What follows belongs to an exercise in optimizing a design on an open flow for small area, a short achievable clock period and few clock cycles; a production flow would make more cautious choices. Function was checked by simulation only, so behaviour that the tests miss may differ from the original.

### flow/run.sh
#!/bin/bash
# synth_recipe.tcl (not shown) runs the flow's synth.tcl, then flattens the netlist and writes it again
# the make line also repeats each setting of config.mk as NAME=value (left out here)
make -C /OpenROAD-flow-scripts/flow DESIGN_CONFIG=/design/flow/config.mk WORK_HOME=/design/flow/orfs CLKGATE_MAP_FILE= SYNTH_SCRIPT=/design/flow/synth_recipe.tcl finish
### flow/config.mk
export PLATFORM = sky130hd
export DESIGN_NAME = fpu_double
export DESIGN_NICKNAME = fpu_double
export VERILOG_FILES = /design/flow/design.v
export SDC_FILE = /design/flow/constraint.sdc
export NUM_CORES = 8
export LEC_CHECK = 0
export CAP_MARGIN = 40
export CORE_MARGIN = 2
export CORE_UTILIZATION = 40
export PLACE_DENSITY = 0.45
export SETUP_SLACK_MARGIN = 4.0
export SLEW_MARGIN = 40
### flow/design.v
`timescale 1ns / 100ps
module fpu_double( clk, rst, enable, rmode, fpu_op, opa, opb, out, ready, underflow,
overflow, inexact, exception, invalid);
input		clk;
input		rst;
input		enable;
input	[1:0]	rmode;
input	[2:0]	fpu_op;
input	[63:0]	opa, opb;
output	[63:0]	out;
output		ready;
output		underflow;
output		overflow;
output		inexact;
output		exception;
output		invalid;
reg [63:0] out;
reg ready, underflow, overflow, inexact, exception, invalid;
localparam [4:0]
  S_IDLE = 5'd0,
  S_A1   = 5'd1,  S_A1B = 5'd2,  S_A2  = 5'd3,  S_SN  = 5'd4,
  S_M    = 5'd5,  S_MC  = 5'd6,  S_MS0 = 5'd7,  S_MSR = 5'd8,  S_MSL = 5'd9,  S_MFIN = 5'd10,
  S_D    = 5'd11, S_D29 = 5'd12, S_D30 = 5'd13,
  S_DN   = 5'd14, S_DE1 = 5'd15, S_DE2 = 5'd16, S_DR1 = 5'd17, S_DR2 = 5'd18,
  S_DP   = 5'd19, S_DPS = 5'd20, S_DFIN = 5'd21,
  S_RND  = 5'd22, S_DE3 = 5'd23, S_DE4 = 5'd24;
localparam [2:0] C_ADD = 3'd0, C_SUB = 3'd1, C_MUL = 3'd2, C_DIV = 3'd3, C_FIN = 3'd4, C_FINR = 3'd5;
reg [4:0] st;
reg [4:0] st_nx;
reg [31:0] oh;    
reg en_d;
wire idle = oh[S_IDLE];
wire start = enable & ~en_d;
reg [63:0] A, B;
reg [1:0]  OPR, RMR;
reg a_zero, b_zero, a_inf, b_inf, a_qnan, b_qnan, a_snan, b_snan;
reg an, bn;            
reg agt, aeq;          
reg [10:0] dab, dba;   
reg        esub_w;     
reg  [3:0] mgt, meq;   
wire mge = mgt[3] | (meq[3] & (mgt[2] | (meq[2] & (mgt[1] | (meq[1] & (mgt[0] | meq[0]))))));
wire [10:0] diff = agt ? dab : dba;
wire [10:0] ea_p = opa[62:52], eb_p = opb[62:52];
wire an_p = |ea_p, bn_p = |eb_p;
wire [10:0] dab_p = ea_p - eb_p;
wire [11:0] dba_p = {1'b0, eb_p} - {1'b0, ea_p};
wire agt_p = dba_p[11];
wire [10:0] ea = A[62:52], eb = B[62:52];
wire sa = A[63], sb = B[63];
reg [63:0] X, Y;       
reg [59:0] R;          
reg [55:0] Q;          
reg [55:0] QN;         
reg        qprev;      
reg        r0c, r1c;   
reg        neg3;       
reg        Dh;         
reg [11:0] E, E2;      
reg        e_is0, e_ge2, e_is1;
reg        c_add, c_sub, c_mul, c_div, c_finr;
reg        first;       
reg        sgn;
reg        stk;        
reg [6:0]  cnt;
reg [11:0] cnt2;
reg        esub;
reg        mfast;
reg        et0, dright;
reg        cpa_sub1;    
wire       cpa_cin = cpa_sub1 | (oh[S_MC] & r0c) | (oh[S_D30] & ~R[55]);
wire [63:0] cpa_y = {Y[63:1], Y[0] | (oh[S_MC] & r1c)};
wire [64:0] cpa_w = {X, cpa_cin} + {cpa_y, cpa_cin};
wire [63:0] cpa = cpa_w[64:1];
wire a_den = ~an, b_den = ~bn;
wire a_ge_b = agt | (aeq & mge);
wire [55:0] fa = {1'b0, an, A[51:0], 2'b00};
wire [55:0] fb = {1'b0, bn, B[51:0], 2'b00};
wire [55:0] LA = a_ge_b ? fa : fb;
reg  lnsd;            
wire [55:0] sh_in = agt ? (lnsd ? {fb[54:0], 1'b0} : fb) : (lnsd ? {fa[54:0], 1'b0} : fa);
wire [3:0] sa10 = 4'b0001 << diff[1:0];
wire [3:0] sa32 = 4'b0001 << diff[3:2];
wire [3:0] sa54 = (|diff[10:6]) ? 4'b0000 : (4'b0001 << diff[5:4]);
wire [55:0] sh_inx = sh_in ^ {56{esub_w}};
wire [58:0] shx0 = {{3{esub_w}}, sh_inx};
wire [55:0] shl1 = ({56{sa10[0]}} & shx0[55:0]) | ({56{sa10[1]}} & shx0[56:1])
                 | ({56{sa10[2]}} & shx0[57:2]) | ({56{sa10[3]}} & shx0[58:3]);
wire [103:0] shx1 = {{48{esub_w}}, shl1};
wire [55:0] shl2 = ({56{sa32[0]}} & shx1[55:0]) | ({56{sa32[1]}} & shx1[59:4])
                 | ({56{sa32[2]}} & shx1[63:8]) | ({56{sa32[3]}} & shx1[67:12]);
wire [103:0] shx2 = {{48{esub_w}}, shl2};
wire [55:0] shifted = ({56{sa54[0]}} & shx2[55:0]) | ({56{sa54[1]}} & shx2[71:16])
                    | ({56{sa54[2]}} & shx2[87:32]) | ({56{sa54[3]}} & shx2[103:48])
                    | {56{~|sa54 & esub_w}};
wire small_den = agt ? b_den : a_den;
wire fix_fast = ~small_den & (diff >= 11'd55);
wire [55:0] SS0 = (aeq & mge) ? (fb ^ {56{esub_w}}) : shifted;
wire [55:0] SS = {SS0[55:1], SS0[0] ^ fix_fast};    
wire [10:0] el = agt ? ea : eb;
wire sub_sign = a_ge_b ? sa : (~sb ^ (OPR == 2'b00));
wire small_nz = agt ? (|B[51:0]) : (|A[51:0]);
wire mfirst = first;
wire [52:0] Mm = {an, A[51:0]};
reg [11:0] bdig;
function [2:0] benc;
  input [2:0] b;
  benc = {b[2] & ~(b[1] & b[0]), (b == 3'b011) | (b == 3'b100), b[1] ^ b[0]};
endfunction
wire [8:0] bsrc_cap = {opb[7:0], 1'b0};
wire [8:0] bsrc_m = {Q[15:8], Q[7]};
wire [11:0] bdig_cap = {benc(bsrc_cap[8:6]), benc(bsrc_cap[6:4]), benc(bsrc_cap[4:2]), benc(bsrc_cap[2:0])};
wire [11:0] bdig_m = {benc(bsrc_m[8:6]), benc(bsrc_m[6:4]), benc(bsrc_m[4:2]), benc(bsrc_m[2:0])};
wire [55:0] row0, row1, row2, row3;
wire n0 = bdig[2], n1 = bdig[5], n2 = bdig[8], n3 = bdig[11];
fpu_booth_row br0(.one(bdig[0]), .two(bdig[1]), .neg(bdig[2]), .m(Mm), .row(row0));
fpu_booth_row br1(.one(bdig[3]), .two(bdig[4]), .neg(bdig[5]), .m(Mm), .row(row1));
fpu_booth_row br2(.one(bdig[6]), .two(bdig[7]), .neg(bdig[8]), .m(Mm), .row(row2));
fpu_booth_row br3(.one(bdig[9]), .two(bdig[10]), .neg(bdig[11]), .m(Mm), .row(row3));
wire [55:0] us = X[63:8];
wire [55:0] uc = Y[63:8];
wire [63:0] ma_in0 = {8'b0, us};
wire [63:0] ma_in1 = {8'b0, uc};
wire [63:0] ma_in2 = {1'b0, 1'b1, 1'b0, 1'b1, 1'b0, 1'b1, 1'b0, 1'b1, row0};
wire [63:0] ma_in3 = {6'b0, row1, 1'b0, n0};
wire [63:0] ma_in4 = {4'b0, row2, 1'b0, n1, 2'b0};
wire [63:0] ma_in5 = {2'b0, row3, 1'b0, n2, 4'b0};
wire [63:0] l1s_a = ma_in0 ^ ma_in1 ^ ma_in2;
wire [63:0] l1c_a = {((ma_in0 & ma_in1) | (ma_in0 & ma_in2) | (ma_in1 & ma_in2)), 1'b0};
wire [63:0] l1s_b = ma_in3 ^ ma_in4 ^ ma_in5;
wire [63:0] l1c_b = {((ma_in3 & ma_in4) | (ma_in3 & ma_in5) | (ma_in4 & ma_in5)), 1'b0};
wire [63:0] l2s = l1s_a ^ l1c_a ^ l1s_b;
wire [63:0] l2c = {((l1s_a & l1c_a) | (l1s_a & l1s_b) | (l1c_a & l1s_b)), 1'b0};
wire [63:0] l3s = l2s ^ l2c ^ l1c_b;
wire [63:0] l3c = {((l2s & l2c) | (l2s & l1c_b) | (l2c & l1c_b)), 1'b0};
wire [7:0] lo_s = X[7:0];
wire [9:0] retire = {2'b0, lo_s} + {2'b0, Y[7:1], r1c} + {3'b0, neg3, 6'b0} + {9'b0, r0c};
wire dfirst = first;
wire dfast;
wire [52:0] Dv = {Dh, B[51:0]};
wire [55:0] ws = X[55:0];
wire [55:0] wc = Y[55:0];
reg  [2:0] qr;    
wire q_neg = qr[2], q_two = qr[1], q_one = qr[0];
wire q_pos = (q_two | q_one) & ~q_neg;
wire [57:0] qD4 = q_two ? {2'b0, Dv, 3'b0} : q_one ? {3'b0, Dv, 2'b0} : 58'd0;
wire [57:0] dT = q_pos ? ~qD4 : qD4;
wire [57:0] w4s = {ws, 2'b00};
wire [57:0] w4c = {wc, 2'b00};
wire [57:0] ns = w4s ^ w4c ^ dT;
wire [57:0] nc = {((w4s & w4c) | (w4s & dT) | (w4c & dT)), q_pos};
reg  [3:0] qh;    
wire [57:0] D2x = {2'b0, Dv, 3'b0}, D1x = {3'b0, Dv, 2'b0};
reg  [53:46] shs, shc;
reg  [51:40] dsh;
wire [55:44] D2n = {1'b1, dsh[51:41]}, D1n = {2'b01, dsh[51:42]};
wire [55:44] dTn = ({12{qh[3]}} & ~D2n) | ({12{qh[2]}} & ~D1n)
                 | ({12{qh[1]}} & D1n) | ({12{qh[0]}} & D2n);
wire [55:44] w4sn = {shs[53:46], ws[45:42]}, w4cn = {shc[53:46], wc[45:42]};
wire [55:45] nsn = w4sn[55:45] ^ w4cn[55:45] ^ dTn[55:45];
wire [55:45] ncn = (w4sn[54:44] & w4cn[54:44]) | (w4sn[54:44] & dTn[54:44]) | (w4cn[54:44] & dTn[54:44]);
wire [6:0] yhat = nsn[55:49] + ncn[55:49];
wire [2:0] qd;
fpu_srt_sel qs(.y(yhat), .d(dsh[51:49]), .q(qd));
wire q1two = ((opb[51:49] == 3'd0) & opa[51]) | ((opb[51:49] == 3'd1) & opa[51] & opa[50])
           | ((opb[51:49] == 3'd2) & (&opa[51:49]));
wire [2:0] qd1 = {1'b0, q1two, ~q1two};
wire [1:0] qmag = q_two ? 2'd2 : q_one ? 2'd1 : 2'd0;
wire [55:0] Q_nx  = {Q[53:0], q_neg ? 2'd0 : qmag};
wire [55:0] QN_nx = {QN[53:0], q_neg ? qmag : 2'd0};
wire wneg = R[55];
wire rmsb_f = X[3] ^ ~Y[3] ^ wneg;    
wire [1:0] cmul = {1'b0, wneg} + {1'b0, rmsb_f};
wire [52:0] zx = R[54:2];
wire [52:0] zy = cmul == 2'd1 ? Dv : cmul == 2'd2 ? {Dv[51:0], 1'b0} : 53'd0;
wire zdiv = ~|((zx ^ zy) ^ {(zx[51:0] | zy[51:0]), 1'b0});
wire [11:0] d_et  = {1'b0, ea} + 12'd1023;
wire        d_uf1 = {1'b0, eb} > d_et;
wire [11:0] d_uft1 = d_uf1 ? ({1'b0, eb} - d_et) : 12'd0;
wire [11:0] d_ef1 = d_et - {1'b0, eb};
wire [11:0] d_ef2 = d_uf1 ? 12'd0 : d_ef1;
wire [11:0] f_ef4 = d_uf1 ? 12'd0 : d_ef1;
reg dfast_r;
assign dfast = dfast_r;
wire dfast_p = an_p & bn_p & (dba_p[11] | (dba_p[10:0] < 11'd1023));
wire [11:0] m_et0 = {1'b0, ea} + {1'b0, eb};
reg  [11:0] m_et;
wire        m_egt = m_et > 12'd1021;
wire [11:0] m_e1 = m_et - 12'd1022;
wire [11:0] m_e2 = m_egt ? m_e1 : 12'd0;
wire [11:0] m_eu = 12'd1022 - m_et;
wire [56:0] V = R[59:3];
wire shr = (c_add & V[55]) | c_finr;
wire shl = (c_sub & ~V[54] & V[53] & e_ge2) | (c_mul & ~V[54]) | (c_div & ~V[54] & ~e_is1);
wire shn = ~shr & ~shl;
wire ralt = (c_add & (V[55] | (e_is0 & V[54]))) | ((c_sub | c_mul | c_div) & ~V[54]);
wire [63:0] rnd_out;
wire [4:0]  rnd_flags;
fpu_round_exc rx(.v(V), .shn(shn), .shr(shr), .shl(shl), .st(stk | (|R[2:0])),
  .e1(E), .e2(E2), .ealt(ralt), .s(sgn), .rm(RMR), .op(OPR),
  .a_zero(a_zero), .b_zero(b_zero), .a_inf(a_inf), .b_inf(b_inf),
  .a_qnan(a_qnan), .b_qnan(b_qnan), .a_snan(a_snan), .b_snan(b_snan),
  .sa(sa), .sb(sb), .pa(A[50:0]), .pb(B[50:0]),
  .out(rnd_out), .flags(rnd_flags));
wire sub_slow = c_sub & ~V[54] & ~V[53];
wire sn_done = V[54] | ~e_ge2 | ~|V;
wire msl_go = (E != 12'd0) & (cnt2 < 12'd53) & ~R[57];
wire dabort = ~dfast;
always @* begin
  st_nx = st;
  case (st)
    S_IDLE: if (start) st_nx = (fpu_op[1:0] == 2'b10) ? S_M : (fpu_op[1:0] == 2'b11) ? S_D : S_A1;
    S_A1: st_nx = (small_den & ~aeq) ? S_A1B : S_A2;
    S_A1B: st_nx = S_A2;
    S_A2: st_nx = S_RND;
    S_SN: if (sn_done) st_nx = S_RND;
    S_M: if (cnt == 7'd6) st_nx = S_MC;
    S_MC: st_nx = mfast ? S_RND : S_MS0;
    S_MS0: st_nx = (a_zero | b_zero) ? S_RND : m_egt ? S_MSL : S_MSR;
    S_MSR: if (cnt2 == 12'd0) st_nx = S_MFIN;
    S_MSL: if (~msl_go) st_nx = S_MFIN;
    S_MFIN: st_nx = S_RND;
    S_D: if (first & dabort) st_nx = S_DN;
         else if (cnt == 7'd27) st_nx = S_D29;
    S_D29: st_nx = S_D30;
    S_D30: st_nx = S_RND;
    S_DN: if (X[52] | (cnt == 7'd53)) st_nx = S_DE1;
    S_DE1: if (Dh | (cnt == 7'd53)) st_nx = S_DE4;
    S_DE4: st_nx = S_DR1;
    S_DR1: st_nx = S_DR2;
    S_DR2: st_nx = (cnt == 7'd1) ? S_DP : S_DR1;
    S_DP: st_nx = S_DPS;
    S_DPS: if (cnt2 == 12'd0) st_nx = S_DFIN;
    S_DFIN: st_nx = S_RND;
    S_RND: st_nx = sub_slow ? S_SN : S_IDLE;
    default: st_nx = S_IDLE;
  endcase
end
always @(posedge clk) begin
  if (rst) begin
    st <= S_IDLE;
    oh <= 32'd1 << S_IDLE;
    en_d <= 1'b0;
    ready <= 1'b0;
  end else begin
    st <= st_nx;
    oh <= 32'd1 << st_nx;
    en_d <= enable;
    if (oh[S_IDLE] & start) ready <= 1'b0;
    if (oh[S_RND] & ~sub_slow) ready <= 1'b1;
  end
end
always @(posedge clk) begin
  cpa_sub1 <= (st_nx == S_A2) ? esub_w : (st_nx == S_DR1);
  first <= (st_nx != st);
end
always @(posedge clk) begin
  if (oh[S_RND] & ~sub_slow) begin
    out <= rnd_out;
    {underflow, overflow, inexact, exception, invalid} <= rnd_flags;
  end
end
wire dstep = oh[S_D] & ~(first & dabort);
wire dn_sha = oh[S_DN] & ~X[52] & (cnt != 7'd53);
wire dr2_upd = oh[S_DR2] & (cnt != 7'd1);
wire [63:0] Xcap = (fpu_op[1:0] == 2'b10) ? {1'b1, 63'd0} : {11'd0, an_p, opa[51:0]};
wire x_hold = ~(oh[S_IDLE] | oh[S_A1] | oh[S_M] | dstep | dn_sha | oh[S_DE4] | dr2_upd | oh[S_D29]);
wire xf = oh[S_M] | dstep;
wire [63:0] X_fast = oh[S_M] ? l3s : {8'd0, ns[55:0]};
wire [63:0] X_slow =
    ({64{oh[S_IDLE]}} & Xcap)
  | ({64{oh[S_A1]}} & {5'd0, LA, 3'd0})
  | ({64{oh[S_D29]}} & {5'd0, Q, 3'd0})
  | ({64{dn_sha}} & {X[63:53], X[51:0], 1'b0})
  | ({64{oh[S_DE4]}} & {10'd0, X[53:0]})
  | ({64{dr2_upd}} & {X[63:54], (R[59] ? {X[52:0], 1'b0} : {R[52:0], 1'b0})})
  | ({64{x_hold}} & X);
wire [63:0] X_nx = xf ? X_fast : X_slow;
wire a1b_fix = small_nz & (esub ? &Y : ~|Y);
wire y_hold = ~(oh[S_IDLE] | oh[S_A1] | oh[S_M] | dstep | oh[S_DE4] | oh[S_A1B] | oh[S_D29]);
wire [63:0] Y_fast = oh[S_M] ? l3c : {8'd0, nc[55:0]};
wire [63:0] Y_slow =
    ({64{oh[S_A1]}} & {{5{esub_w}}, SS, {3{esub_w}}})
  | ({64{oh[S_A1B]}} & {Y[63:4], Y[3] ^ a1b_fix, Y[2:0]})
  | ({64{oh[S_DE4]}} & ~{11'd0, Dv})
  | ({64{oh[S_D29]}} & ~{5'd0, QN, 3'd0})
  | ({64{y_hold}} & Y);
wire [63:0] Y_nx = xf ? Y_fast : Y_slow;
wire r_cpa = oh[S_A2] | oh[S_MC] | oh[S_D29] | oh[S_D30] | oh[S_DR1];
wire sn_sh = oh[S_SN] & ~sn_done;
wire ms_zero = oh[S_MS0] & ((a_zero | b_zero) | (~m_egt & (m_eu >= 12'd106)));
wire p_shr = (oh[S_MSR] & (cnt2 != 12'd0)) | (oh[S_MSL] & ~msl_go & (E == 12'd0));
wire p_shl = oh[S_MSL] & msl_go;
wire dps_go = oh[S_DPS] & (cnt2 != 12'd0);
wire q_shr = dps_go & dright;
wire q_shl = dps_go & ~dright;
wire r_hold = ~(r_cpa | sn_sh | ms_zero | p_shr | p_shl | oh[S_DP] | q_shr | q_shl | oh[S_DFIN]);
wire [59:0] R_nx =
    ({60{r_cpa}} & cpa[59:0])
  | ({60{sn_sh}} & {R[58:0], 1'b0})
  | ({60{p_shr}} & {R[59:58], 1'b0, R[57:1]})
  | ({60{p_shl}} & {R[59:58], R[56:0], Q[55]})
  | ({60{oh[S_DP]}} & {2'b00, Q[54:0], 3'b000})
  | ({60{q_shr}} & {R[59:58], 1'b0, R[57:4], R[2:0]})
  | ({60{q_shl}} & {R[59:58], R[56:3], Q[55], R[2:0]})
  | ({60{oh[S_DFIN]}} & {1'b0, E2[0], R[57:0]})
  | ({60{r_hold}} & R);
wire q_hold = ~(oh[S_IDLE] | oh[S_M] | dstep | ms_zero | p_shr | p_shl | oh[S_DE4] | oh[S_DR2] | oh[S_DP] | q_shr | q_shl);
wire [55:0] Q_nx2 =
    ({56{oh[S_IDLE]}} & {3'd0, bn_p, opb[51:0]})
  | ({56{oh[S_M]}} & {retire[7:0], Q[55:8]})
  | ({56{dstep}} & Q_nx)
  | ({56{ms_zero}} & ((a_zero | b_zero) ? Q : 56'd0))
  | ({56{p_shr}} & {R[0], Q[55:9], Q[7:0]})
  | ({56{p_shl}} & {Q[54:8], 1'b0, Q[7:0]})
  | ({56{oh[S_DR2]}} & {Q[54:0], ~R[59]})
  | ({56{oh[S_DP]}} & {X[52:0], 3'b000})
  | ({56{q_shr}} & {R[3], Q[55:4], Q[2:0]})
  | ({56{q_shl}} & {Q[54:3], 1'b0, Q[2:0]})
  | ({56{q_hold}} & Q);
always @(posedge clk) begin
  qr <= oh[S_IDLE] ? qd1 : qd;
  shs <= oh[S_IDLE] ? Xcap[53:46] : nsn[53:46];
  if (oh[S_IDLE]) dsh <= opb[51:40];
  shc <= oh[S_IDLE] ? 8'd0 : ncn[53:46];
  qh <= oh[S_IDLE] ? {qd1[1], qd1[0], 2'b00} : {~qd[2] & qd[1], ~qd[2] & qd[0], qd[2] & qd[0], qd[2] & qd[1]};
  bdig <= oh[S_IDLE] ? bdig_cap : bdig_m;
  X <= X_nx;
  Y <= Y_nx;
  R <= R_nx;
  Q <= Q_nx2;
  QN <= QN_nx;
end
always @(posedge clk) begin
  case (st)
  S_IDLE: begin
    A <= opa; B <= opb; OPR <= fpu_op[1:0]; RMR <= rmode;
    a_zero <= ~|opa[62:0];
    b_zero <= ~|opb[62:0];
    a_inf  <= (&ea_p) & ~|opa[51:0];
    b_inf  <= (&eb_p) & ~|opb[51:0];
    a_qnan <= (&ea_p) & (|opa[51:0]) & opa[51];
    b_qnan <= (&eb_p) & (|opb[51:0]) & opb[51];
    a_snan <= (&ea_p) & (|opa[51:0]) & ~opa[51];
    b_snan <= (&eb_p) & (|opb[51:0]) & ~opb[51];
    an <= an_p; bn <= bn_p;
    agt <= agt_p; aeq <= (ea_p == eb_p);
    dab <= dab_p; dba <= dba_p[10:0];
    esub_w <= fpu_op[0] ^ opa[63] ^ opb[63];
    lnsd <= agt_p ? (~bn_p & an_p) : (~an_p & bn_p);
    mgt <= {opa[51:39] > opb[51:39], opa[38:26] > opb[38:26], opa[25:13] > opb[25:13], opa[12:0] > opb[12:0]};
    meq <= {opa[51:39] == opb[51:39], opa[38:26] == opb[38:26], opa[25:13] == opb[25:13], opa[12:0] == opb[12:0]};
    Dh <= bn_p;
    dfast_r <= dfast_p;
    qprev <= 1'b0; r0c <= 1'b0; r1c <= 1'b0; neg3 <= 1'b0;
    cnt <= 7'd0; cnt2 <= 12'd0;
    stk <= 1'b0;
    c_add <= 1'b0; c_sub <= 1'b0; c_mul <= 1'b0; c_div <= 1'b0; c_finr <= 1'b0;
  end
  S_A1: begin
    E <= {1'b0, el};
    esub <= esub_w;
    sgn <= esub_w ? sub_sign : sa;
  end
  S_A2: begin
    E2 <= esub ? ((E >= 12'd2) ? E - 12'd1 : 12'd0) : {1'b0, E[10:0] + 11'd1};
    c_add <= ~esub; c_sub <= esub;
    e_is0 <= (E == 12'd0);
    e_ge2 <= (E >= 12'd2);
  end
  S_SN: begin
    if (sn_done) begin
      if (~V[54]) E <= 12'd0;
      c_sub <= 1'b0;
    end else begin
      E <= E - 12'd1;
      e_ge2 <= (E >= 12'd3);
    end
  end
  S_M: begin
    qprev <= Q[7];
    r0c <= |retire[9:8]; r1c <= retire[9];
    neg3 <= n3;
    cnt <= cnt + 7'd1;
    if (cnt == 7'd1) m_et <= m_et + {11'd0, ~an} + {11'd0, ~bn};
    if (mfirst) begin
      m_et <= m_et0;
      sgn <= sa ^ sb;
    end
    if (cnt == 7'd2) mfast <= an & bn & m_egt & (m_e2 >= 12'd2);
  end
  S_MC: begin
    stk <= |Q[55:8];
    E <= m_e2; E2 <= m_e2 - 12'd1;
    c_mul <= mfast;
    cnt2 <= 12'd0;
  end
  S_MS0: begin
    if (a_zero | b_zero) begin
      stk <= 1'b0; E <= 12'd0;
    end else if (~m_egt) begin
      E <= 12'd0;
      cnt2 <= (m_eu >= 12'd106) ? 12'd0 : m_eu + 12'd1;
    end
  end
  S_MSR: if (cnt2 != 12'd0) cnt2 <= cnt2 - 12'd1;
  S_MSL: begin
    if (msl_go) begin cnt2 <= cnt2 + 12'd1; E <= E - 12'd1; end
  end
  S_MFIN: stk <= |Q[55:8];
  S_D: begin
    if (first & dabort) begin
      cnt <= 7'd0;
      cnt2 <= d_uft1;
      E <= d_ef2;
      sgn <= sa ^ sb;
    end else begin
      cnt <= cnt + 7'd1;
      if (first) begin sgn <= sa ^ sb; E <= f_ef4; end
    end
  end
  S_D30: begin
    stk <= ~zdiv;
    E2 <= E - 12'd1;
    e_is1 <= (E == 12'd1);
    c_div <= 1'b1;
  end
  S_DN: begin    
    if (dn_sha) begin
      cnt <= cnt + 7'd1;
      if (cnt != 7'd0) begin
        if (E != 12'd0) E <= E - 12'd1; else cnt2 <= cnt2 + 12'd1;
      end
    end else cnt <= 7'd0;
  end
  S_DE1: begin   
    if (~Dh & (cnt != 7'd53)) begin
      {Dh, B[51:0]} <= {B[51:0], 1'b0};
      cnt <= cnt + 7'd1;
      if (cnt != 7'd0) E <= E + 12'd1;
    end
  end
  S_DE4: begin
    et0 <= (E == 12'd0);
    cnt <= 7'd55;
  end
  S_DR2: cnt <= cnt - 7'd1;
  S_DP: begin
    E <= a_zero ? 12'd0 : ((Q[54] | et0) ? E : E - 12'd1);
    E2 <= {11'd0, |((Q[54] | et0) ? E : E - 12'd1)};    
    cnt2 <= et0 ? ((cnt2 > 12'd51) ? 12'd52 : cnt2) : ((Q[54] | (E == 12'd1)) ? 12'd1 : 12'd2);
    dright <= et0;
    c_finr <= 1'b1;
  end
  S_DPS: if (cnt2 != 12'd0) cnt2 <= cnt2 - 12'd1;
  S_DFIN: stk <= R[3] | (|Q[55:3]);
  default: ;
  endcase
end
endmodule
`timescale 1ns / 100ps
module fpu_booth_row(one, two, neg, m, row);
input		one, two, neg;
input	[52:0]	m;
output	[55:0]	row;
wire [54:0] pp = ({55{one}} & {2'b00, m}) | ({55{two}} & {1'b0, m, 1'b0});
assign row = {~neg, pp ^ {55{neg}}};
endmodule
`timescale 1ns / 100ps
module fpu_srt_sel(y, d, q);
input	[6:0]	y;
input	[2:0]	d;
output	[2:0]	q;
reg signed [7:0] m2, m1, m0, mn1;
always @* begin
  case (d)
    3'd0: begin m2 = 12; m1 = 4; m0 = -4; mn1 = -13; end
    3'd1: begin m2 = 14; m1 = 4; m0 = -6; mn1 = -15; end
    3'd2: begin m2 = 15; m1 = 4; m0 = -6; mn1 = -16; end
    3'd3: begin m2 = 16; m1 = 4; m0 = -6; mn1 = -18; end
    3'd4: begin m2 = 18; m1 = 6; m0 = -8; mn1 = -20; end
    3'd5: begin m2 = 20; m1 = 6; m0 = -8; mn1 = -20; end
    3'd6: begin m2 = 20; m1 = 8; m0 = -8; mn1 = -22; end
    default: begin m2 = 24; m1 = 8; m0 = -8; mn1 = -24; end
  endcase
end
wire signed [7:0] ys = {y[6], y};
wire ge2 = ys >= m2;
wire ge1 = ys >= m1;
wire ge0 = ys >= m0;
wire gen1 = ys >= mn1;
assign q[2] = ~ge0;                           
assign q[1] = ge2 | ~gen1;                    
assign q[0] = (ge1 & ~ge2) | (~ge0 & gen1);   
endmodule
`timescale 1ns / 100ps
module fpu_round_exc(v, shn, shr, shl, st, e1, e2, ealt, s, rm, op, a_zero, b_zero, a_inf, b_inf,
  a_qnan, b_qnan, a_snan, b_snan, sa, sb, pa, pb, out, flags);
input	[56:0]	v;
input		shn, shr, shl;    
input		st;               
input	[11:0]	e1, e2;
input		ealt;             
input		s;
input	[1:0]	rm;
input	[1:0]	op;
input		a_zero, b_zero, a_inf, b_inf, a_qnan, b_qnan, a_snan, b_snan, sa, sb;
input	[50:0]	pa, pb;
output	[63:0]	out;
output	[4:0]	flags;    
wire [53:2] mf = ({52{shn}} & v[53:2]) | ({52{shr}} & v[54:3]) | ({52{shl}} & v[52:1]);
wire m54 = (shn & v[54]) | (shr & v[55]) | (shl & v[53]);
wire m1  = (shn & v[1]) | (shr & v[2]) | (shl & v[0]);
wire m0  = (shn & v[0]) | (shr & v[1]) | st;
wire ones_c = &v[52:3];
wire zeros_c = ~|v[52:3];
wire ones = ones_c & ((shn & v[53] & v[2]) | (shr & v[54] & v[53]) | (shl & v[2] & v[1]));
wire zeros = zeros_c & ((shn & ~v[53] & ~v[2]) | (shr & ~v[54] & ~v[53]) | (shl & ~v[2] & ~v[1]));
wire [53:0] w = {v[54:1]} | {52'd0, shr, shn | shr};
wire [53:0] wi = w + 54'd1;
wire [53:2] finc = ({52{shn}} & wi[52:1]) | ({52{shr}} & wi[53:2]) | ({52{shl}} & wi[51:0]);
wire rn = (rm == 2'b00), rz = (rm == 2'b01), rp = (rm == 2'b10), rmi = (rm == 2'b11);
wire gs = m1 | m0;
wire trig = (rn & m1) | (rp & ~s & gs) | (rmi & s & gs);
wire ov = m54 & ones;
wire [51:0] frac = trig ? finc : mf;
wire [11:0] e = ealt ? e2 : e1;
wire einc = trig & ov;
wire [11:0] e1p = e1 + 12'd1, e2p = e2 + 12'd1;
wire [11:0] ef = ealt ? (einc ? e2p : e2) : (einc ? e1p : e1);
wire e1_big = e1 > 12'd2046, e1_big1 = e1 > 12'd2045;
wire e2_big = e2 > 12'd2046, e2_big1 = e2 > 12'd2045;
wire e1_z = (e1[10:0] == 11'd0), e1_z1 = (e1[10:0] == 11'h7ff);
wire e2_z = (e2[10:0] == 11'd0), e2_z1 = (e2[10:0] == 11'h7ff);
wire ebig0 = ealt ? e2_big : e1_big;       
wire ebig = ealt ? (einc ? e2_big1 : e2_big) : (einc ? e1_big1 : e1_big);
wire ezero = ealt ? (einc ? e2_z1 : e2_z) : (einc ? e1_z1 : e1_z);
wire in_z = ezero & (trig ? ones : zeros);
wire add = (op == 2'b00), sub = (op == 2'b01), mul = (op == 2'b10), dv = (op == 2'b11);
wire apinf = a_inf & ~sa, aninf = a_inf & sa, bpinf = b_inf & ~sb, bninf = b_inf & sb;
wire nan_in = a_qnan | b_qnan | a_snan | b_snan;
wire snan_in = a_snan | b_snan;
wire a_nan = a_qnan | a_snan;
wire div_by_0 = dv & b_zero & ~a_zero;
wire div_0_0 = dv & b_zero & a_zero;
wire div_ii = dv & a_inf & b_inf;
wire div_by_inf = dv & ~a_inf & b_inf;
wire mul_0i = mul & ((a_inf & b_zero) | (a_zero & b_inf));
wire mul_inf = mul & (a_inf | b_inf) & ~mul_0i;
wire div_inf = dv & a_inf & ~b_inf;
wire asii = (add & apinf & bninf) | (add & aninf & bpinf) | (sub & apinf & bpinf) | (sub & aninf & bninf);
wire asi = (add | sub) & (a_inf | b_inf) & ~asii;
wire oit0 = asi | mul_inf | div_inf | div_by_0;
wire oit = oit0 | ebig;
wire irdt = (oit & ~s & rmi) | (oit & s & rp) | (oit & rz);
wire mul_uf0 = mul & ~a_zero & ~b_zero;
wire div_uf0 = dv & ~a_zero;
wire uft = div_by_inf | ((mul_uf0 | div_uf0) & in_z);
wire inv = snan_in | asii | mul_0i | div_0_0 | div_ii;
wire ovf = oit & ~nan_in;
wire inx = (gs | oit | uft) & ~nan_in;
wire exc = inv | ovf | uft | inx;
wire nan_out = nan_in | inv;
wire snan_t = inv & ~snan_in;
wire [62:0] nan0 = a_nan ? {11'h7ff, 1'b1, pa} : {11'h7ff, 1'b1, pb};
wire [62:0] nano = snan_t ? {11'h7ff, 2'b01, pa[49:0]} : nan0;
wire [62:0] oinf = irdt ? {11'h7fe, {52{1'b1}}} : {11'h7ff, 52'd0};
wire early_inf = oit0 | ebig0;
wire irdt0 = (early_inf & ~s & rmi) | (early_inf & s & rp) | (early_inf & rz);
wire [62:0] oinf0 = irdt0 ? {11'h7fe, {52{1'b1}}} : {11'h7ff, 52'd0};
wire [62:0] body = nan_out ? nano : early_inf ? oinf0 : div_by_inf ? 63'd0 : {ef[10:0], frac};
assign out = {s, body};
assign flags = {uft, ovf, inx, exc, inv};
endmodule
### flow/constraint.sdc
create_clock -name core_clock -period 7.5 [get_ports {clk}]
set_input_delay 1.5000 -clock core_clock [delete_from_list [all_inputs] [get_ports {clk}]]
set_output_delay 1.5000 -clock core_clock [all_outputs]
set_load 0.01 [all_outputs]
==> reports/summary.txt, run 1 <==
Status = finished clean
Core area = 0.174 sq mm
Period Utilization, post-route = 55.4%
Final nets = 9407
Worst Path Buf+Inv = 6
Share of the synthesized area in the top cell type = 14.1%
Worst hold path depth = 0
RePlAce Congestion = 1.08
Dpl cell area = 0.0747 sq mm
Hold Crit Endpoint = QN[55]$_DFF_P_
Via count = 78700
Normalized max-slew margin = 21.6%
Critical path required time = 8.02 ns
Slowest stage cell on the critical path = or4_4
Slew at the pin closest to its max-slew limit = 1.18 ns
Root buffer cell = clkbuf_16
Clock Skews = 0.0680 ns
Ranking of synthesized cells by area = edfxtp_1 14%, dfxtp_1 10%, fa_1 8.5%
Min Tclk post-route = 4.15 ns
Top cells by instance count after synthesis = 899 x nand2_1, 665 x clkbuf_1, 662 x inv_1
Wire per inst = 40.4 microns
Max-cap check violation count = 0
Critical Path Source Type = flop
Final slew viol count = 0
Number of synthesized flops with an enable pin = 328
Syn Std Cell Area = 0.0697 sq mm
CTS Hold Bufs = 0
Register area share after synthesis = 24.6%
Initial antenna violation count = 55
Vias in the first global route = 71200
Syn Inst Count = 8539
Vias per cell = 7.08
Most frequent cell after synthesis = nand2_1
CP Cell Sequence = buf_12, nand4_1, or4_4, nor4_4, buf_4, or4b_4, nor3_4, buf_12, buf_8, buf_4, buf_6, mux2i_2, nor2_1, a21oi_2, o21ai_1
Critical path's top delay family = simple AND/OR/NAND/NOR gates
DR pass1 iterations = 22
Finished Cell Area = 0.0845 sq mm
Synth Flop Type = dfxtp_1
CTS tree = built
Final Instance Count excl. Fillers = 11100
Netlist cell types = 90
Gr ovfl total = 0
Setup TNS = 0 ns
Min-Delay Path Class = flop to flop
Area of the die = 0.178 sq mm
CP Class = flop to flop
WL final = 449000 microns
Ys Warns = 2
Layout cell share with drive strength beyond 1 = 17.2%
Worst EP arrival = 4.67 ns
CTS sink cnt = 693
Max clock buf depth = 3
Area growth syn-to-layout = 21.1%
FMAX = 241 MHz
Port Buffer Count = 204
Fill cell count = 16900
Area leader, netlist = edfxtp_1
Die height = 422 microns
Crit Path Max Fanout = 4
Crit. End Element = flop
HP Start = QN[53]$_DFF_P_
DRC violations left = 0
Post-route ant nets = 0
Max incr delay on CP = 0.69 ns
DP HPWL = 320000 microns
DRT iter0 DRCs = 12900
Final setup viols = 0
Post-synth ARST share = 0%
RSZ-0062 raised after global routing = true
#FFs+latches synth = 693
DP Cell Count = 10600
Syn avg cell area = 8.17 sq um
Skew-Pair Late Insertion Delay = 0.85 ns
First-pass GRT wire length = 601000 microns
Die X-Extent = 422 microns
R2R depth = 15
Io pins = 206
H-tree levels = 3
Total GRT Usage = 48.0%
Launching point of the worst reg2reg path = R[20]$_DFF_P_
Final Hold Vio Count = 0
Initial Util = 40.2%
Clock transition at path regs = 0.06 ns
Cts bufs inserted = 91
Row count = 153
R2r endpoint = out[53]$_SDFFCE_PP1P_
Syn_nets = 9273
Largest net degree at the start of global routing = 111
Worst reg-to-reg setup slack = 3.35 ns
## cells in the final DEF (no fill, tap or decap), types with 289 or more instances in the layout
cell / count
nand2_1: 873
inv_1: 643
a21oi_1: 572
buf_4: 500
xnor2_1: 373
o21ai_0: 363
nor2_1: 362
edfxtp_1: 328
a22oi_1: 317
fa_1: 289
## registers in the layout (all words and copies together), names as in the netlist, 10 cells and up
signal  flops
A          64
B          64
X          64
Y          64
out        64
R          60
QN         56
Q          56
oh         21
E2         12
E          12
bdig       12
cnt2       12
m_et       12
dab        11
dba        10
dsh        10
## timing repair
item                       4_1_cts  5_1_grt
hold endpoints to repair         0        0
setup endpoints to repair      404      318
buffers inserted               164      131
gates resized for setup        480      368
cloned                          17        8
pin swaps                      102      123
## stage by stage
| stage | utilization [%] | setup WS [ns] | hold slack [ns] |
|---|---|---|---|
| 3_5_place_dp | 43.0 | 2.42 | 0.334 |
| 2_1_floorplan | - | 3.85 | 0.326 |
| 6_report | 48.6 | 3.35 | 0.347 |
| 5_1_grt | 48.6 | 3.43 | 0.351 |
| 4_1_cts | 46.9 | 3.48 | 0.348 |
| 3_3_place_gp | 42.8 | 2.13 | 0.330 |
## per-layer routing
layer,track usage (%),share of wire [%],up-vias
li1,-,-,31600
met1,59.4,36,38700
met2,65.4,39,6701
met3,20.5,15,1725
met4,36.5,9.6,52
met5,0.215,0.16,-
## area by class of cell
type / instances / area [sq um] / share of cell area [%]
repair buffers: 847 / 8140 / 9.64
flip-flops and latches: 693 / 17300 / 20.5
well taps: 2325 / 2910 / 3.44
clock buffers: 122 / 2510 / 2.97
clock inverters: 49 / 662 / 0.784
diodes: 45 / 113 / 0.133
inverters: 670 / 2560 / 3.03
multi-input cells: 6370 / 50200 / 59.5
## logic make-up after synthesis
family | Yosys count | share of synthesized area, %
simple gates | 2152 | 14.4
flops | 693 | 24.6
buf+inv | 1487 | 8.18
compound gates | 2667 | 26.2
xor+xnor | 639 | 8.02
mux | 303 | 4.72
fa+ha+maj | 598 | 13.9
## worst max path at each step
stage                              from  slack (ns)  cells after the start                     to
after floorplan                 opa[53]        3.85                     12      dfast_r$_DFFE_PP_
after global placement     X[3]$_DFF_P_        2.13                     13      stk$_SDFFCE_PN0P_
after detailed placement  R[14]$_DFF_P_        2.42                     10    exception$_DFFE_PP_
after CTS                 R[20]$_DFF_P_        3.48                     13    exception$_DFFE_PP_
after global routing      R[20]$_DFF_P_        3.43                     15  out[53]$_SDFFCE_PP1P_
final                     R[20]$_DFF_P_        3.35                     15  out[53]$_SDFFCE_PP1P_
Testbench counts, summed over its fixed seeds: cycles 25,837.
==> inputs of run 2 (changes only) <==
--- a/flow/config.mk
+++ b/flow/config.mk
@@ -11,3 +11,3 @@
 export PLACE_DENSITY = 0.45
-export SETUP_SLACK_MARGIN = 4.0
+export SETUP_SLACK_MARGIN = 4.3
 export SLEW_MARGIN = 40
==> run 2 against run 1 <==
Compared with the run above:
- synthesized area is the same
- clock-buffer cell count fell by 8
- clock skew is 0.029 ns lower
- final cell count up 2.4%
- first-iteration DRC count grew 13%
- synthesized cell count unchanged
- via count increased by 2.4%
- design area is 7.9% higher
- routed wire length grew 3.2%
- critical path type unchanged
- critical endpoint is now out[58]$_SDFFCE_PP1P_
==> reports/summary.txt, run 2 <==
Status = finished clean
Final nets = 9671
DRC violations left = 0
Largest family of logic cells by synthesized area = compound AO/OA/AOI/OAI gates
Core area = 0.174 sq mm
Syn_nets = 9273
CTS tree = built
Gr ovfl total = 0
DP Cell Count = 10600
Area growth syn-to-layout = 30.7%
Initial Util = 40.2%
Critical Path Source Type = flop
Clock transition at path regs = 0.07 ns
Post-synthesis mux area share = 4.72%
Largest net degree at the start of global routing = 107
Normalized max-slew margin = 31.7%
Post-synth ARST share = 0%
Syn Inst Count = 8539
First-pass GRT wire length = 612000 microns
Final slew viol count = 0
Ys Warns = 2
Clock Skews = 0.0394 ns
Vias per cell = 7.08
Layout cell share with drive strength beyond 1 = 25.4%
Root buffer cell = clkbuf_16
Die height = 422 microns
Reg area = 0.0173 sq mm
DR pass1 iterations = 13
FMAX = 242 MHz
Syn Std Cell Area = 0.0697 sq mm
Skew-Pair Late Insertion Delay = 0.81 ns
Share of the synthesized area in the top cell type = 14.1%
Commonest non-fill, non-tap cell in the layout = nand2_1
Register area share after synthesis = 24.6%
Setup TNS = 0 ns
Max clock buf depth = 3
Vias in the first global route = 72400
Max-cap check violation count = 0
Critical path required time = 8.01 ns
Final Instance Count excl. Fillers = 11400
Row count = 153
Crit Path Max Fanout = 7
DRT iter0 DRCs = 14600
Die X-Extent = 422 microns
Number of synthesized flops with an enable pin = 328
CTS Hold Bufs = 0
Simple-gate portion of the synthesized area = 14.4%
DP HPWL = 319000 microns
Ranking of synthesized cells by area = edfxtp_1 14%, dfxtp_1 10%, fa_1 8.5%
Commonest non-fill, non-tap cells in the layout = 842 x nand2_1, 628 x inv_1, 613 x buf_4
#FFs+latches synth = 693
CTS sink cnt = 693
Via count = 80600
Final setup viols = 0
Top cells by instance count after synthesis = 899 x nand2_1, 665 x clkbuf_1, 662 x inv_1
Area leader, netlist = edfxtp_1
Syn avg cell area = 8.17 sq um
RePlAce Congestion = 1.08
CP Class = flop to flop
Post-route ant nets = 0
Crit. End Element = flop
Fill cell count = 16500
Io pins = 206
XOR/XNOR Fraction of Synth Area = 8.02%
Min-Delay Path Class = flop to flop
Worst EP arrival = 4.64 ns
Slowest stage cell on the critical path = or4_4
RSZ-0062 raised after global routing = true
Max incr delay on CP = 0.77 ns
WL final = 463000 microns
Post-Synth Adder-Cell Area = 13.9%
Synth Area in Compound Gates = 26.2%
Most frequent cell after synthesis = nand2_1
Cts bufs inserted = 90
Multi-input gate area = 0.0539 sq mm
Synth Flop Type = dfxtp_1
Netlist cell types = 90
Slew at the pin closest to its max-slew limit = 1.02 ns
CP Cell Sequence = buf_12, nand4_1, or4_4, nor4_4, buf_6, or4b_4, nor3_4, buf_12, buf_6, clkbuf_16, nand4_1, xor2_1, o221ai_1
H-tree levels = 3
Port Buffer Count = 204
Min Tclk post-route = 4.13 ns
Final Hold Vio Count = 0
Total GRT Usage = 49.0%
Period Utilization, post-route = 55.0%
Wire per inst = 40.7 microns
Initial antenna violation count = 38
Area of the die = 0.178 sq mm
==> run 2: per-layer routing <==
metal  wire (microns)  track usage [%]  part of all wire [%]  up-vias
li1                 -                -                     -    32200
met1           165000             60.3                    36    39400
met2           176000             65.5                    38     7200
met3            72800             21.6                    16     1834
met4            48300             39.3                    10       36
met5              783             1.13                  0.17        -
==> run 2: kinds of logic after synthesis <==
kind of cell / Yosys count
buffers and inverters: 1487
xor gates and xnor gates: 639
and+or+nand+nor: 2152
adders and majority gates: 598
AOI/OAI and AO/OA: 2667
DFF: 693
muxes: 303
==> run 2: critical path: cells and delay by family, from the launching register on <==
kind	cells	cell delay (ns)
and+or+nand+nor	6	2.42
xor gates and xnor gates	1	0.23
buffers and inverters	5	0.69
DFF	1	0.34
AOI/OAI and AO/OA	1	0.15
==> run 2: area by class of cell <==
type / count / share of cell area [%]
Clock inverter: 56 / 0.597
Inverter: 670 / 2.85
Sequential cell: 693 / 19.0
Multi-Input combinational cell: 6375 / 59.1
Antenna cell: 43 / 0.118
Clock buffer: 114 / 2.67
Timing Repair Buffer: 1107 / 12.4
Tap cell: 2325 / 3.19
==> run 2: worst paths after layout <==
| kind | cells past startpoint | startpoint | slack [ns] | end |
|---|---|---|---|---|
| setup / recovery | 13 | R[21]$_DFF_P_ | 3.37 | out[58]$_SDFFCE_PP1P_ |
| hold / removal | 0 | QN[15]$_DFF_P_ | 0.34 | QN[17]$_DFF_P_ |
| setup reg to reg | 13 | R[21]$_DFF_P_ | 3.37 | out[58]$_SDFFCE_PP1P_ |
| hold reg to reg | 0 | QN[15]$_DFF_P_ | 0.34 | QN[17]$_DFF_P_ |
==> run 2: repair_timing <==
item,4_1_cts,5_1_grt
setup endpoints to repair,545,386
buffers inserted,300,229
hold endpoints to repair,0,0
pin swaps,241,366
cloned,32,23
gates resized for setup,1035,758
==> run 2: through the flow <==
step | worst slack, ns | cell area, sq um | hold WS, ns | util (%)
floorplan | 3.86 | 70000 | 0.326 | -
global placement | 1.61 | 74400 | 0.333 | 42.8
detailed placement | 1.96 | 74800 | 0.334 | 43.1
CTS | 3.55 | 85500 | 0.340 | 49.2
global route | 3.47 | 91100 | 0.350 | 52.4
finish | 3.37 | 91100 | 0.340 | 52.5
==> inputs of run 3 (changes only) <==
--- a/flow/config.mk
+++ b/flow/config.mk
@@ -11,3 +11,3 @@
 export PLACE_DENSITY = 0.45
-export SETUP_SLACK_MARGIN = 4.3
+export SETUP_SLACK_MARGIN = 4.2
 export SLEW_MARGIN = 40
==> run 3 against run 2 <==
Compared with the run above:
- still clean
- hold slack better by 0.012 ns
- synthesized area is the same
- largest cell class unchanged
- clock-buffer cell count up 5
- critical path type unchanged
- register-to-register slack improved by 0.19 ns
- synthesized cell count did not move
- sequential cell count unchanged
==> reports/summary.txt, run 3 <==
Status = finished clean
DRT iter0 DRCs = 13900
Cts bufs inserted = 91
CTS Hold Bufs = 0
DRC violations left = 0
DP HPWL = 320000 microns
H-tree levels = 3
Worst reg-to-reg setup slack = 3.56 ns
CTS tree = built
Min-Delay Path Class = flop to flop
Top cells by instance count after synthesis = 899 x nand2_1, 665 x clkbuf_1, 662 x inv_1
Dpl cell area = 0.0747 sq mm
Syn_nets = 9273
Number of synthesized flops with an enable pin = 328
Ys Warns = 2
Area growth syn-to-layout = 26.1%
Worst Path Buf+Inv = 3
CP Cell Sequence = nand4_1, or4_4, nor4_4, buf_6, or4b_4, nor3_4, buf_6, buf_6, nor3b_2, a311oi_2, nor3_4, or3_1
Min Tclk post-route = 3.94 ns
Commonest non-fill, non-tap cells in the layout = 848 x nand2_1, 629 x inv_1, 533 x a21oi_1
Vias in the first global route = 71900
CP Class = flop to flop
FMAX = 254 MHz
Post-route ant nets = 0
Final setup viols = 0
Die height = 422 microns
Clock transition at path regs = 0.07 ns
Launching point of the worst reg2reg path = R[21]$_DFF_P_
Largest net degree at the start of global routing = 101
Row count = 153
Normalized max-slew margin = 33.2%
DR pass1 iterations = 14
Syn Std Cell Area = 0.0697 sq mm
R2r endpoint = exception$_DFFE_PP_
RSZ-0062 raised after global routing = true
Io pins = 206
Final nets = 9499
Most frequent cell after synthesis = nand2_1
CTS sink cnt = 693
Post-synth ARST share = 0%
First-pass GRT wire length = 601000 microns
Ranking of synthesized cells by area = edfxtp_1 14%, dfxtp_1 10%, fa_1 8.5%
Period Utilization, post-route = 52.5%
Slowest stage cell on the critical path = or4_4
Crit. End Element = flop
Skew-Pair Late Insertion Delay = 0.80 ns
Port Buffer Count = 204
Share of the synthesized area in the top cell type = 14.1%
Initial Util = 40.2%
Die X-Extent = 422 microns
Max clock buf depth = 3
Max incr delay on CP = 0.67 ns
Commonest non-fill, non-tap cell in the layout = nand2_1
R2R depth = 12
Final slew viol count = 0
Core area = 0.174 sq mm
Finished Cell Area = 0.0879 sq mm
Critical Path Source Type = flop
DP Worst Slack = 2.39 ns
#FFs+latches synth = 693
Wire per inst = 40.2 microns
Slew at the pin closest to its max-slew limit = 0.999 ns
Critical path's top delay family = simple AND/OR/NAND/NOR gates
Area leader, netlist = edfxtp_1
Netlist cell types = 90
Root buffer cell = clkbuf_16
Setup WS post-layout = 3.56 ns
HP Start = QN[53]$_DFF_P_
Crit Path Max Fanout = 4
Syn Inst Count = 8539
Final Hold Vio Count = 0
Area of the die = 0.178 sq mm
Vias per cell = 7.05
Worst hold path depth = 0
Via count = 78900
Synth Flop Type = dfxtp_1
Register area share after synthesis = 24.6%
Layout cell share with drive strength beyond 1 = 21.9%
Clock Skews = 0.0463 ns
Max-cap check violation count = 0
WL final = 450000 microns
Gr ovfl total = 0
RePlAce Congestion = 1.12
Total GRT Usage = 47.9%
Setup TNS = 0 ns
Syn avg cell area = 8.17 sq um
Most frequent cell on the critical path = buf_6
Worst EP arrival = 4.45 ns
Hold Crit Endpoint = QN[55]$_DFF_P_
Critical path required time = 8.02 ns
Initial antenna violation count = 47
run 3: how the worst max path moves through the flow:
stage | startpoint | endpoint | slack (ns) | cells after the start
floorplan | opa[53] | dfast_r$_DFFE_PP_ | 3.85 | 12
global placement | R[16]$_DFF_P_ | exception$_DFFE_PP_ | 2.25 | 10
detailed placement | R[16]$_DFF_P_ | exception$_DFFE_PP_ | 2.39 | 11
CTS | R[18]$_DFF_P_ | exception$_DFFE_PP_ | 3.58 | 12
global route | dsh[47]$_DFFE_PP_ | qh[3]$_DFF_P_ | 3.52 | 16
finish | R[21]$_DFF_P_ | exception$_DFFE_PP_ | 3.56 | 12
run 3: through the flow:
| step | hold WS, ns | util [%] | instances |
|---|---|---|---|
| 3_3_place_gp | 0.333 | 42.8 | 10600 |
| 4_1_cts | 0.350 | 48.0 | 11000 |
| 2_1_floorplan | 0.326 | - | 8539 |
| 6_report | 0.352 | 50.6 | 11200 |
| 3_5_place_dp | 0.337 | 43.0 | 10600 |
| 5_1_grt | 0.355 | 50.6 | 11200 |
run 3: final cells by class:
| class | count | area, sq um |
|---|---|---|
| Clock buffer | 119 | 2530 |
| Timing Repair Buffer | 937 | 9500 |
| Multi-Input combinational cell | 6372 | 52400 |
| Tap cell | 2325 | 2910 |
| Antenna cell | 26 | 65.1 |
| Fill cell | 16800 | 85700 |
| Inverter | 670 | 2570 |
| Clock inverter | 53 | 602 |
| Sequential cell | 693 | 17400 |
run 3: what timing repair did:
item,4_1_cts,5_1_grt
endpoints found under the setup margin,513,381
setup buffers,205,173
cloned,24,14
resized for setup,791,659
pin swaps,166,268
run 3: logic make-up (layout without fill, tap and decap cells):
logic type	after synthesis	count (layout)	share of synthesized area, %
and+or+nand+nor	2152	2163	14.4
muxes	303	303	4.72
DFF	693	693	24.6
buffers and inverters	1487	1779	8.18
other	0	26	0
adders and majority gates	598	598	13.9
AOI/OAI and AO/OA	2667	2668	26.2
xor gates and xnor gates	639	640	8.02
run 3: worst register-to-register path: stages, from the launching register on:
cell and delay (ns):
dfxtp_2 0.35, nand4_1 0.52, or4_4 0.67, nor4_4 0.17, buf_6 0.18, or4b_4 0.51, nor3_4 0.18, buf_6 0.16
buf_6 0.13, nor3b_2 0.05, a311oi_2 0.32, nor3_4 0.11, or3_1 0.32
run 3: metal layers:
layer  track usage (%)  vias to the layer above  wire, microns
met2              66.2                     6503         179000
met3              19.8                     1745          65100
met1              58.2                    38800         160000
met5             0.726                        -            722
met4              37.9                       32          44700
li1                  -                    31800              -
==> inputs of run 4 (changes only) <==
--- a/flow/config.mk
+++ b/flow/config.mk
@@ -7,2 +7,3 @@
 export LEC_CHECK = 0
+export ABC_AREA = 1
 export CAP_MARGIN = 40
==> run 4 against run 3 <==
Compared with the run above:
- still clean
- global-route usage down 1.3 points
- clock-buffer cell count up 4
- maximum frequency up 2.6%
- via count up 5.1%
- critical path type unchanged
==> reports/summary.txt, run 4 <==
Commonest non-fill, non-tap cells in the layout = 1822 x nand2_1, 1105 x inv_1, 582 x nor2_1
Vias per cell = 6.54
Min Tclk post-route = 3.84 ns
Core area = 0.176 sq mm
Syn Inst Count = 9890
Top cells by instance count after synthesis = 1879 x nand2_1, 1196 x inv_1, 646 x nor2_1
Fin util = 49.7%
Final slew viol count = 0
Final setup viols = 0
RSZ-0062 raised after global routing = true
Post-synth ARST share = 0%
Post-route ant nets = 0
#FFs+latches synth = 693
DRC violations left = 0
Commonest non-fill, non-tap cell in the layout = nand2_1
Cts bufs inserted = 92
Ranking of synthesized cells by area = edfxtp_1 14%, dfxtp_1 10%, nand2_1 10%
CP Cell Sequence = ha_4, ha_4, or2_4, nand2_4, buf_12, inv_6, nand2_8, clkinv_8, buf_12, a22oi_1, ha_1, nand2_1, nor3b_2, nand4_1, nor4_4, nand4_1, nand2_1, nand3_1
Register area share after synthesis = 24.3%
DP HPWL = 326000 microns
DR pass1 iterations = 14
Critical path depth = 18
RePlAce Congestion = 1.06
Skew-Pair Late Insertion Delay = 0.79 ns
Die X-Extent = 424 microns
Clock transition at path regs = 0.07 ns
Syn_nets = 10600
Io pins = 206
Area of the die = 0.180 sq mm
Critical Path Source Type = flop
Wire per inst = 35.2 microns
Worst EP arrival = 4.33 ns
Setup TNS = 0 ns
Number of synthesized flops with an enable pin = 328
Reg area = 0.0173 sq mm
Netlist cell types = 83
WL final = 446000 microns
Ys Warns = 2
Fill cell count = 17600
Max incr delay on CP = 0.44 ns
Row count = 154
Largest net degree at the start of global routing = 105
CTS tree = built
CTS sink cnt = 693
Share of the synthesized area in the top cell type = 14.0%
Syn avg cell area = 7.13 sq um
CTS Hold Bufs = 0
Slew at the pin closest to its max-slew limit = 1.04 ns
Crit Path Max Fanout = 7
Die height = 424 microns
Vias in the first global route = 75600
Final Hold Vio Count = 0
Worst reg-to-reg setup slack = 3.66 ns
H-tree levels = 3
Area growth syn-to-layout = 23.8%
Normalized max-slew margin = 30.7%
CP Class = flop to flop
Via count = 82900
Worst hold path depth = 0
Syn Std Cell Area = 0.0705 sq mm
Status = finished clean
Critical path required time = 7.99 ns
Synth Flop Type = dfxtp_1
Layout cell share with drive strength beyond 1 = 17.2%
Port Buffer Count = 204
Most frequent cell after synthesis = nand2_1
Worst Path Buf+Inv = 4
Gr ovfl total = 0
Crit. End Element = flop
Initial antenna violation count = 23
R2R depth = 18
Clock Skews = 0.0662 ns
Multi-input gate area = 0.0493 sq mm
Area leader, netlist = edfxtp_1
First-pass GRT wire length = 595000 microns
DRT iter0 DRCs = 13100
Max clock buf depth = 3
Root buffer cell = clkbuf_16
Total GRT Usage = 46.6%
FMAX = 260 MHz
Slowest stage cell on the critical path = nor4_4
Final nets = 11000
Max-cap check violation count = 0
Period Utilization, post-route = 51.2%
Min-Delay Path Class = flop to flop
Initial Util = 40.1%
Critical path's top delay family = simple AND/OR/NAND/NOR gates
[run 4: cells by family after synthesis]
| logic type | synth area share [%] |
|---|---|
| and+or+nand+nor | 22.4 |
| adders and majority gates | 13.8 |
| buffers and inverters | 10.9 |
| muxes | 0.0160 |
| DFF | 24.3 |
| AOI/OAI and AO/OA | 22.4 |
| xor gates and xnor gates | 6.12 |
[run 4: final cells by class]
cell class                 count  area share, %
multi-input combinational   7263           56.5
sequential                   693           19.8
timing repair buffer         877           10.5
inverter                    1305           6.24
tap                         2340           3.36
clock buffer                 123           2.95
clock inverter                48          0.482
timing repair inverter        11          0.102
antenna                       16         0.0459
[run 4: per-layer routing]
metal / vias up / global-route usage [%] / share of wire, %
li1: 34800 / - / -
met1: 39800 / 57.2 / 36
met2: 6581 / 67.5 / 40
met3: 1747 / 11.8 / 12
met4: 16 / 40.8 / 11
met5: - / 0 / 0.069
[run 4: per-stage QoR]
stage                     area (sq um)  hold slack [ns]  instances  setup slack, ns
after floorplan                  70600            0.331       9890             3.58
after global routing             87200            0.363      12700             3.66
after detailed placement         74600            0.338      12000             2.50
final                            87300            0.347      12700             3.66
after CTS                        82500            0.346      12400             3.81
after global placement           74500            0.335      12000             2.47
[run 4: worst register-to-register path, cell delays in order (launching register included)]
cell      delay, ns
dfxtp_4        0.35
ha_4           0.32
ha_4           0.22
or2_4          0.26
nand2_4        0.08
buf_12         0.10
inv_6          0.03
nand2_8        0.08
clkinv_8       0.10
buf_12         0.17
a22oi_1        0.15
ha_1           0.30
nand2_1        0.09
nor3b_2        0.17
nand4_1        0.20
nor4_4         0.44
nand4_1        0.31
nand2_1        0.13
nand3_1        0.08
[run 4: path summary, 6_finish.rpt]
kind	from	endpoint
setup reg to reg	X[3]$_DFF_P_	stk$_SDFFCE_PN0P_
hold reg to reg	QN[4]$_DFF_P_	QN[6]$_DFF_P_
setup / recovery	X[3]$_DFF_P_	stk$_SDFFCE_PN0P_
hold / removal	QN[4]$_DFF_P_	QN[6]$_DFF_P_
[run 4: timing repair]
action                     in CTS  in global routing
setup endpoints to repair     359                327
cloned                         23                 32
pin swaps                     121                198
buffers inserted              233                183
resized for setup             638                643

static timing again, ports no longer ideal:
Ports are ideal in the flow. The routed layouts listed here were re-timed in OpenROAD.
Step 1 (the two cells are an assumption about what drives the block):
set clk [get_ports {clk}]
set_driving_cell -lib_cell sky130_fd_sc_hd__clkbuf_16 $clk
set_driving_cell -lib_cell sky130_fd_sc_hd__buf_2 [delete_from_list [all_inputs] $clk]
Step 2 adds t to the input delays and takes it off the output delays; t is the mean of the earliest and latest rising clock arrival at the registers after step 1. Input paths then give back, and output paths get back, about the clock's delay inside the block.
a / b / c = no drivers / after step 1 / after step 2; a / b = the first two.
run	shift t [ns]	slack for setup (ns)	worst setup path at the end	worst slew at a driven data input, ns
run 1	0.912	3.347 / 3.347 / 2.934	input to register	0.16
run 2	0.885	3.371 / 3.371 / 3.371	register to register	0.16
run 3	0.857	3.563 / 3.563 / 3.257	input to register	0.16
run 4	0.852	3.661 / 3.661 / 3.317	input to register	0.10
After both steps setup and hold are still met in every run listed. For run 1, which loses most, drivers alone change the setup slack by 0.000 ns; drivers and shift together by -0.413 ns.
